This is an optimization exercise on Yosys and OpenROAD, whose aim is a short achievable clock period and few clock cycles, not a production implementation.
In this exercise RTL edits were held to simulation tests only and were not proved equivalent to the original.
Power and IR drop assume default switching activity.

$ cat flow/config.mk
export PLATFORM = sky130hd
export DESIGN_NAME = arm_core
export DESIGN_NICKNAME = arm_core
export VERILOG_FILES = /design/flow/design.v
export SDC_FILE = /design/flow/constraint.sdc
export NUM_CORES = 4
export LEC_CHECK = 0
export CAP_MARGIN = 20
export CORE_MARGIN = 2
export CORE_UTILIZATION = 40
export PLACE_DENSITY = 0.6
export SLEW_MARGIN = 20
$ cat flow/constraint.sdc
create_clock -name core_clock -period 16.0 [get_ports {clk}]
set_input_delay 3.2000 -clock core_clock [delete_from_list [all_inputs] [get_ports {clk}]]
set_output_delay 3.2000 -clock core_clock [all_outputs]
set_load 0.01 [all_outputs]
$ cat flow/design.v
module arm_core (
    input         clk,
    input         rst,
    output [7:0]  imem_addr,
    input  [31:0] imem_data,
    output [5:0]  dmem_addr,
    output [31:0] dmem_wdata,
    output        dmem_we,
    input  [31:0] dmem_rdata,
    output        wb_en,
    output [3:0]  wb_dest,
    output [31:0] wb_value
);
  localparam OP_MOV = 4'd0, OP_MVN = 4'd1, OP_ADD = 4'd2, OP_ADC = 4'd3,
             OP_SUB = 4'd4, OP_SBC = 4'd5, OP_AND = 4'd6, OP_ORR = 4'd7,
             OP_EOR = 4'd8;
  function cond_pass;
    input [3:0] c;
    input n, z, cf, v;
    begin
      case (c)
        4'b0000: cond_pass = z;
        4'b0001: cond_pass = ~z;
        4'b0010: cond_pass = cf;
        4'b0011: cond_pass = ~cf;
        4'b0100: cond_pass = n;
        4'b0101: cond_pass = ~n;
        4'b0110: cond_pass = v;
        4'b0111: cond_pass = ~v;
        4'b1000: cond_pass = cf & ~z;
        4'b1001: cond_pass = ~cf | z;
        4'b1010: cond_pass = (n == v);
        4'b1011: cond_pass = (n != v);
        4'b1100: cond_pass = ~z & (n == v);
        4'b1101: cond_pass = z & (n != v);
        4'b1110: cond_pass = 1'b1;
        default: cond_pass = 1'b0;
      endcase
    end
  endfunction
  reg  [7:0]  pc;
  reg         ir_valid;
  reg  [31:0] ir;
  reg  [7:0]  ir_pc;
  reg         ir_pred;
  reg         de_valid;
  reg  [3:0]  de_cond;
  reg         de_S, de_wb, de_ld, de_st, de_br, de_pred;
  reg  [3:0]  de_op;
  reg  [3:0]  de_dest;
  reg  [31:0] de_a, de_b, de_sd;
  reg         de_fa_em, de_fa_mw, de_fb_em, de_fb_mw, de_fs_em, de_fs_mw;
  reg  [7:0]  de_target, de_fall;
  reg         em_wen, em_ld, em_st;
  reg  [3:0]  em_dest;
  reg  [31:0] em_val, em_sd;
  reg         mw_wen;
  reg  [3:0]  mw_dest;
  reg  [31:0] mw_val;
  reg         fN, fZ, fC, fV;
  reg  [31:0] rf [0:15];
  wire [31:0] opA = (de_fa_em & em_wen) ? em_val : de_fa_mw ? mw_val : de_a;
  wire [31:0] opB = (de_fb_em & em_wen) ? em_val : de_fb_mw ? mw_val : de_b;
  wire [31:0] opS = (de_fs_em & em_wen) ? em_val : de_fs_mw ? mw_val : de_sd;
  wire e_cond = cond_pass(de_cond, fN, fZ, fC, fV);
  wire e_act  = de_valid & e_cond;
  wire e_sub  = (de_op == OP_SUB) | (de_op == OP_SBC);
  wire e_cin  = (de_op == OP_SUB) ? 1'b1 :
                ((de_op == OP_ADC) | (de_op == OP_SBC)) ? fC : 1'b0;
  wire [31:0] bx  = e_sub ? ~opB : opB;
  wire [32:0] sum = {1'b0, opA} + {1'b0, bx} + {32'b0, e_cin};
  reg  [31:0] res;
  always @(*) begin
    case (de_op)
      OP_MOV:  res = opB;
      OP_MVN:  res = ~opB;
      OP_AND:  res = opA & opB;
      OP_ORR:  res = opA | opB;
      OP_EOR:  res = opA ^ opB;
      OP_ADD, OP_ADC, OP_SUB, OP_SBC: res = sum[31:0];
      default: res = 32'b0;
    endcase
  end
  wire arith = (de_op == OP_ADD) | (de_op == OP_ADC) | (de_op == OP_SUB) | (de_op == OP_SBC);
  wire nN = res[31];
  wire nZ = ~|res;
  wire nC = ~arith ? 1'b0 :
            (de_op == OP_SUB) ? (opA[31] ^ ~opB[31] ^ sum[32]) :
            (de_op == OP_SBC) ? ~sum[32] : sum[32];
  wire nV = arith & (opA[31] ~^ bx[31]) & (res[31] ^ opA[31]);
  wire e_taken    = e_act & de_br;
  wire e_redirect = de_valid & de_br & (e_taken != de_pred);
  wire [7:0] e_rpc = e_taken ? de_target : de_fall;
  wire [3:0] d_cond = ir[31:28];
  wire [1:0] d_mode = ir[27:26];
  wire       d_I    = ir[25];
  wire [3:0] d_opc  = ir[24:21];
  wire       d_Sb   = ir[20];
  wire [3:0] d_rn   = ir[19:16];
  wire [3:0] d_rd   = ir[15:12];
  wire [3:0] d_rm   = ir[3:0];
  wire [4:0] d_sha  = ir[11:7];
  reg  [3:0] d_op;
  reg        d_usea;
  always @(*) begin
    d_usea = 1'b1;
    case (d_opc)
      4'b1101: begin d_op = OP_MOV; d_usea = 1'b0; end
      4'b1111: begin d_op = OP_MVN; d_usea = 1'b0; end
      4'b0100: d_op = OP_ADD;
      4'b0101: d_op = OP_ADC;
      4'b0010: d_op = OP_SUB;
      4'b0110: d_op = OP_SBC;
      4'b0000: d_op = OP_AND;
      4'b1100: d_op = OP_ORR;
      4'b0001: d_op = OP_EOR;
      4'b1010: d_op = OP_SUB;
      4'b1000: d_op = OP_AND;
      default: begin d_op = OP_MOV; d_usea = 1'b0; end
    endcase
  end
  wire d_dp  = (d_mode == 2'b00);
  wire d_mem = (d_mode == 2'b01);
  wire d_ld  = d_mem & d_Sb;
  wire d_st  = d_mem & ~d_Sb;
  wire d_br  = (d_mode == 2'b10);
  wire d_wb  = (d_dp & ~(d_opc == 4'b1010 || d_opc == 4'b1000)) | d_ld;
  wire d_S   = d_dp & d_Sb;
  wire d_use_a  = (d_dp | d_mem) & d_usea;
  wire d_use_m  = d_dp & ~d_I;                
  wire d_shift  = d_use_m & (d_sha != 5'd0);  
  wire d_braw   = d_use_m & (d_sha == 5'd0);  
  wire d_use_s  = d_st;                       
  wire mw_hit_n = mw_wen & (mw_dest == d_rn);
  wire mw_hit_m = mw_wen & (mw_dest == d_rm);
  wire mw_hit_d = mw_wen & (mw_dest == d_rd);
  wire em_hit_m = em_wen & (em_dest == d_rm);
  wire [31:0] rd_n = mw_hit_n ? mw_val : rf[d_rn];
  wire [31:0] rd_d = mw_hit_d ? mw_val : rf[d_rd];
  wire [31:0] rd_m = em_hit_m ? em_val : mw_hit_m ? mw_val : rf[d_rm];
  wire [31:0] imm8 = {24'b0, ir[7:0]};
  wire [4:0]  rot  = {ir[11:8], 1'b0};
  wire [31:0] imm_rot = (imm8 >> rot) | (imm8 << (6'd32 - {1'b0, rot}));
  wire [31:0] shifted = (ir[6:5] == 2'b01) ? (rd_m >> d_sha) : (rd_m << d_sha);
  wire [31:0] d_b = d_mem ? {20'b0, ir[11:0]} : d_I ? imm_rot : shifted;
  wire de_wpot = de_valid & de_wb;
  wire hz_ld = de_wpot & de_ld &
               ((d_use_a & (de_dest == d_rn)) |
                (d_braw  & (de_dest == d_rm)) |
                (d_use_s & (de_dest == d_rd)));
  wire hz_sh = d_shift & ((de_wpot & (de_dest == d_rm)) |
                          (em_wen & em_ld & (em_dest == d_rm)));
  wire d_stall = ir_valid & (hz_ld | hz_sh);
  wire f_a_em = de_wpot & (de_dest == d_rn);
  wire f_a_mw = em_wen & (em_dest == d_rn);
  wire f_b_em = d_braw & de_wpot & (de_dest == d_rm);
  wire f_b_mw = d_braw & em_wen & (em_dest == d_rm);
  wire f_s_em = de_wpot & (de_dest == d_rd);
  wire f_s_mw = em_wen & (em_dest == d_rd);
  wire [3:0] f_cond = imem_data[31:28];
  wire       f_br   = (imem_data[27:25] == 3'b101);
  wire       ir_setter = ir_valid & (ir[27:26] == 2'b00) & ir[20];
  wire       f_flagsafe = ~ir_setter & ~(de_valid & de_S);
  wire       f_pred = f_br & ((f_cond == 4'b1110) |
                      ((f_cond != 4'b1111) &
                       (f_flagsafe ? cond_pass(f_cond, fN, fZ, fC, fV) : imem_data[23])));
  wire [7:0] pc1      = pc + 8'd1;
  wire [7:0] f_target = pc1 + imem_data[7:0];
  assign imem_addr = pc;
  always @(posedge clk or posedge rst) begin
    if (rst) begin
      pc <= 8'd0;
      ir_valid <= 1'b0; ir <= 32'b0; ir_pc <= 8'd0; ir_pred <= 1'b0;
    end else if (e_redirect) begin
      pc <= e_rpc;
      ir_valid <= 1'b0;
    end else if (!d_stall) begin
      pc <= f_pred ? f_target : pc1;
      ir_valid <= 1'b1; ir <= imem_data; ir_pc <= pc; ir_pred <= f_pred;
    end
  end
  always @(posedge clk or posedge rst) begin
    if (rst) begin
      de_valid <= 1'b0; de_cond <= 4'b0; de_S <= 1'b0; de_wb <= 1'b0;
      de_ld <= 1'b0; de_st <= 1'b0; de_br <= 1'b0; de_pred <= 1'b0;
      de_op <= 4'b0; de_dest <= 4'b0;
      de_a <= 32'b0; de_b <= 32'b0; de_sd <= 32'b0;
      de_fa_em <= 1'b0; de_fa_mw <= 1'b0; de_fb_em <= 1'b0; de_fb_mw <= 1'b0;
      de_fs_em <= 1'b0; de_fs_mw <= 1'b0;
      de_target <= 8'd0; de_fall <= 8'd0;
    end else begin
      de_valid <= ir_valid & ~d_stall & ~e_redirect & (d_dp | d_mem | d_br);
      de_cond <= d_cond; de_S <= d_S; de_wb <= d_wb;
      de_ld <= d_ld; de_st <= d_st; de_br <= d_br; de_pred <= ir_pred;
      de_op <= d_op; de_dest <= d_rd;
      de_a <= rd_n; de_b <= d_b; de_sd <= rd_d;
      de_fa_em <= f_a_em; de_fa_mw <= f_a_mw;
      de_fb_em <= f_b_em; de_fb_mw <= f_b_mw;
      de_fs_em <= f_s_em; de_fs_mw <= f_s_mw;
      de_target <= ir_pc + 8'd1 + ir[7:0];
      de_fall <= ir_pc + 8'd1;
    end
  end
  always @(posedge clk or posedge rst) begin
    if (rst) begin
      em_wen <= 1'b0; em_ld <= 1'b0; em_st <= 1'b0; em_dest <= 4'b0;
      em_val <= 32'b0; em_sd <= 32'b0;
      mw_wen <= 1'b0; mw_dest <= 4'b0; mw_val <= 32'b0;
      fN <= 1'b0; fZ <= 1'b0; fC <= 1'b0; fV <= 1'b0;
    end else begin
      em_wen <= e_act & de_wb;
      em_ld  <= e_act & de_ld;
      em_st  <= e_act & de_st;
      em_dest <= de_dest;
      em_val <= res;
      em_sd  <= opS;
      if (e_act & de_S) begin
        fN <= nN; fZ <= nZ; fC <= nC; fV <= nV;
      end
      mw_wen <= em_wen;
      mw_dest <= em_dest;
      mw_val <= em_ld ? dmem_rdata : em_val;
    end
  end
  integer i;
  always @(posedge clk or posedge rst) begin
    if (rst) begin
      for (i = 0; i < 16; i = i + 1) rf[i] <= 32'b0;
    end else if (mw_wen) begin
      rf[mw_dest] <= mw_val;
    end
  end
  assign dmem_addr  = em_val[7:2];
  assign dmem_wdata = em_sd;
  assign dmem_we    = em_st;
  assign wb_en    = mw_wen;
  assign wb_dest  = mw_dest;
  assign wb_value = mw_val;
endmodule
$ cat flow/run.sh
#!/bin/bash
# synth_recipe.tcl (not shown) runs the flow's synth.tcl, then flattens the netlist and writes it again
# the make line also repeats each setting of config.mk as NAME=value (left out here)
make -C /OpenROAD-flow-scripts/flow DESIGN_CONFIG=/design/flow/config.mk WORK_HOME=/design/flow/orfs CLKGATE_MAP_FILE= SYNTH_SCRIPT=/design/flow/synth_recipe.tcl finish
==> run notes <==
sequential cells by signal, summed over array words and instances (netlist names), 4 cells and up:
signal / cells
em_val: 32
ir_pc: 8
de_dest: 4
de_cond: 4
mw_dest: 4
em_dest: 4
de_b: 32
de_target: 8
em_sd: 32
de_op: 4
de_fall: 8
de_sd: 32
pc: 8
ir: 32
mw_val: 32
rf: 512
de_a: 32
where the power goes:
| part | leakage [nW] | internal, mW | switching [mW] | total, mW |
|---|---|---|---|---|
| sequential | 10.8 | 2.85 | 1.27 | 4.12 |
| combinational | 12.9 | 1.88 | 3.02 | 4.91 |
| clock | 1.64 | 1.40 | 0.981 | 2.38 |
how the worst min path moves through the flow:
| stage | end | cells after the start |
|---|---|---|
| 6_report | de_cond[3] | 0 |
| 3_5_place_dp | de_cond[3] | 0 |
| 2_1_floorplan | de_cond[0] | 0 |
| 4_1_cts | de_cond[3] | 0 |
| 3_3_place_gp | de_pred | 0 |
| 5_1_grt | de_cond[3] | 0 |
kinds of logic (layout without fill, tap and decap cells):
group,after synthesis,after routing,share of synthesized area
buf+inv,619,612,0.0482
simple gates,1153,1153,0.105
compound gates,1658,1658,0.220
fa+ha+maj,120,120,0.0291
flops,811,811,0.386
mux,889,889,0.188
other cells,0,16,0
xor+xnor,139,139,0.0233
final cells by class:
type	instances	area [um2]
Fill cell	12400	71600
Tap cell	1755	2200
Sequential cell	811	20300
Inverter	114	432
Clock buffer	132	2720
Timing Repair Buffer	327	2850
Clock inverter	39	647
Multi-Input combinational cell	3959	30200
Antenna cell	16	40.0
cells in the mapped netlist, types with 95 or more instances:
cell | number | area share
dfrtp_1 | 811 | 0.39
mux2_2 | 641 | 0.14
a22oi_1 | 417 | 0.059
clkbuf_1 | 372 | 0.027
nand2_1 | 321 | 0.023
nor2_1 | 320 | 0.023
o21ai_0 | 287 | 0.027
a21oi_1 | 242 | 0.023
mux2i_1 | 230 | 0.044
nand3_1 | 124 | 0.012
ha_1 | 116 | 0.028
o22ai_1 | 111 | 0.013
inv_1 | 109 | 0.0078
xnor2_1 | 103 | 0.017
nand4_1 | 97 | 0.012
a221oi_1 | 95 | 0.016
stage by stage:
step,utilization,power [mW]
6_report,0.454,11.4
5_1_grt,0.453,11.7
4_1_cts,0.453,11.1
3_5_place_dp,0.427,8.73
3_3_place_gp,0.427,8.69
2_1_floorplan,-,6.52
per-layer routing:
metal | GRT usage | wire (um) | vias up | part of all wire
li1 | - | - | 20300 | -
met1 | 0.510 | 103000 | 25600 | 0.38
met2 | 0.520 | 106000 | 4479 | 0.39
met3 | 0.168 | 40100 | 1264 | 0.15
met4 | 0.237 | 20400 | 26 | 0.076
met5 | 0.00570 | 282 | - | 0.0010
critical path: stages, from the launching register on:
cell      delay, ps
dfrtp_1         860
and2_2          270
buf_4           500
o21ai_1         290
xnor2_1         210
fa_1            490
fa_1            470
nor2b_1         170
o221a_2         260
o211ai_1        150
o21ai_1         150
buf_4           190
a21oi_1          80
a31oi_1         420
nor2_1          100
a211o_1         320
or3_1           380
or3_1           360
o41ai_1         240
==> summary.txt <==
Placement
  – Gp weighted congestion: 1.02
  – DPL Wire Length: 174 mm
  – Pre-CTS WS: 9570 ps
  – Placed Area: 56,000 um2
  – # port buffers: 149
  – Post-Place Cells: 6,964

Clocking
  – Sinks on the clock net: 811
  – Clk slew on worst S/H paths: 60 ps
  – CTS root buffer: clkbuf_16
  – Postcts setup bufs: 0
  – CTS tree: done
  – Post-CTS Resized: 0
  – Worst-skew pair later-pin latency: 770 ps
  – H-tree levels: 3
  – Cts hold-fix bufs: 0
  – Total CTS buffers: 95
  – Clock Path Buffers: 3

Logic synthesis
  – Sequential area share after synthesis: 0.386
  – Number of synthesis warnings: 2
  – Post-Syn Area per Cell: 9.77 um2
  – Synthesis-stage register bit count: 811
  – Post-synth EDFFs: 0
  – Post-Syn Nets: 5,575
  – Ys flop type: dfrtp_1
  – Yosys cell types: 101
  – Ys async rst share: 1.00
  – Cells after Synth: 5,389
  – Synthesized area: 52,600 um2

Global routing
  – Total GRT Usage: 0.388
  – First-pass GRT wire length: 377 mm
  – Largest net degree at the start of global routing: 165
  – GR Overflow Total: 0
  – Initial antenna violation count: 25
  – Vias in the first global route: 49,100

Worst setup path
  – RR Startpoint: em_wen
  – CP endpoint kind: register
  – Critical path peak fanout: 60
  – Setup CP Type: register to register
  – Reg2reg end: fZ
  – Crit path capture: fZ
  – R2R setup slack: 9950 ps
  – Reg2Reg Depth: 18
  – Req. time, crit path: 16,630 ps
  – Critical Path Start Type: register
  – CP startpoint: em_wen
  – Worst path arrival time: 6680 ps

Timing
  – Hold slack: 373 ps
  – Final Worst Setup Slack: 9950 ps
  – Max Freq: 0.165 GHz
  – RSZ-0062 raised after global routing: false
  – Crit share post-route: 0.378
  – Pins Over Slew Limit: 0
  – Relative slew slack: 0.103
  – Minimum clock period: 6050 ps
  – Worst Tran Pin Value: 1330 ps
  – Worst Skew: 43.4 ps
  – Final setup vio count: 0
  – Total negative slack: 0 ps
  – Final Hold Vio Count: 0

Drt
  – DR WL/cell: 37.7 um
  – First-pass DRT Iterations: 10
  – Antenna Nets Post-Route: 0
  – Via Count: 51,600
  – Via density: 7.21
  – Final WL: 270 mm
  – DRC Markers: 0
  – Iter 0 DRT Violations: 9,503

Die
  – Top-Level Pins: 150
  – Core Rows: 133
  – Initial core utilization: 0.402
  – Die W: 367 um
  – Die ar.: 134,000 um2
  – Die H: 367 um
  – Core footprint: 131,000 um2

Outcome
  – Status: no timing/DRC/antenna violations

Power and ir drop
  – Static Leak: 25.3 nW
  – Pwr per Cell Area: 192 nW/um2
  – VDD IR-drop max: 106 uV

Final layout
  – Layout cells sized above 1: 0.207
  – Count of nets after finishing: 5,494
  – Final Cell Area: 59,400 um2
  – Finished Layout Cells: 7,153
  – Most frequent cells in the layout: dfrtp_1 (799), mux2_2 (641), a22oi_1 (417), nand2_1 (318), nor2_1 (289)
  – Syn-to-layout area delta: 12.9%
  – Leading cell type in the layout, fill and taps excluded: dfrtp_1

Min path
  – Hold Crit Class: register to register
  – Hold path startpoint: ir[31]

Run
  – Max Cap Violations: 0
Testbench counts, summed over its fixed seeds: cycles 29,786.

-- afterwards: timing with drivers on the ports --
In the flow no input, the clock included, has a driving cell. The finished layout below was timed again as built, in two steps. Step 1 assumes that a clkbuf_16 drives the clock port and a buf_2 every other input. Step 2 also shifts input and output timing later by t, the mid clock arrival at the registers, as if the neighbouring blocks saw the same clock. Three values: ideal ports, drivers, drivers and shift; two values: the first two.
shift t [ns]: 0.828
setup WS [ns]: 9.951 / 9.951 / 9.634
cell pins on the clock port's net: 1
After both steps setup and hold are still met in this run. For this run, drivers alone change the setup slack by 0.000 ns; drivers and shift together by -0.317 ns. Setup slack includes reset recovery checks.
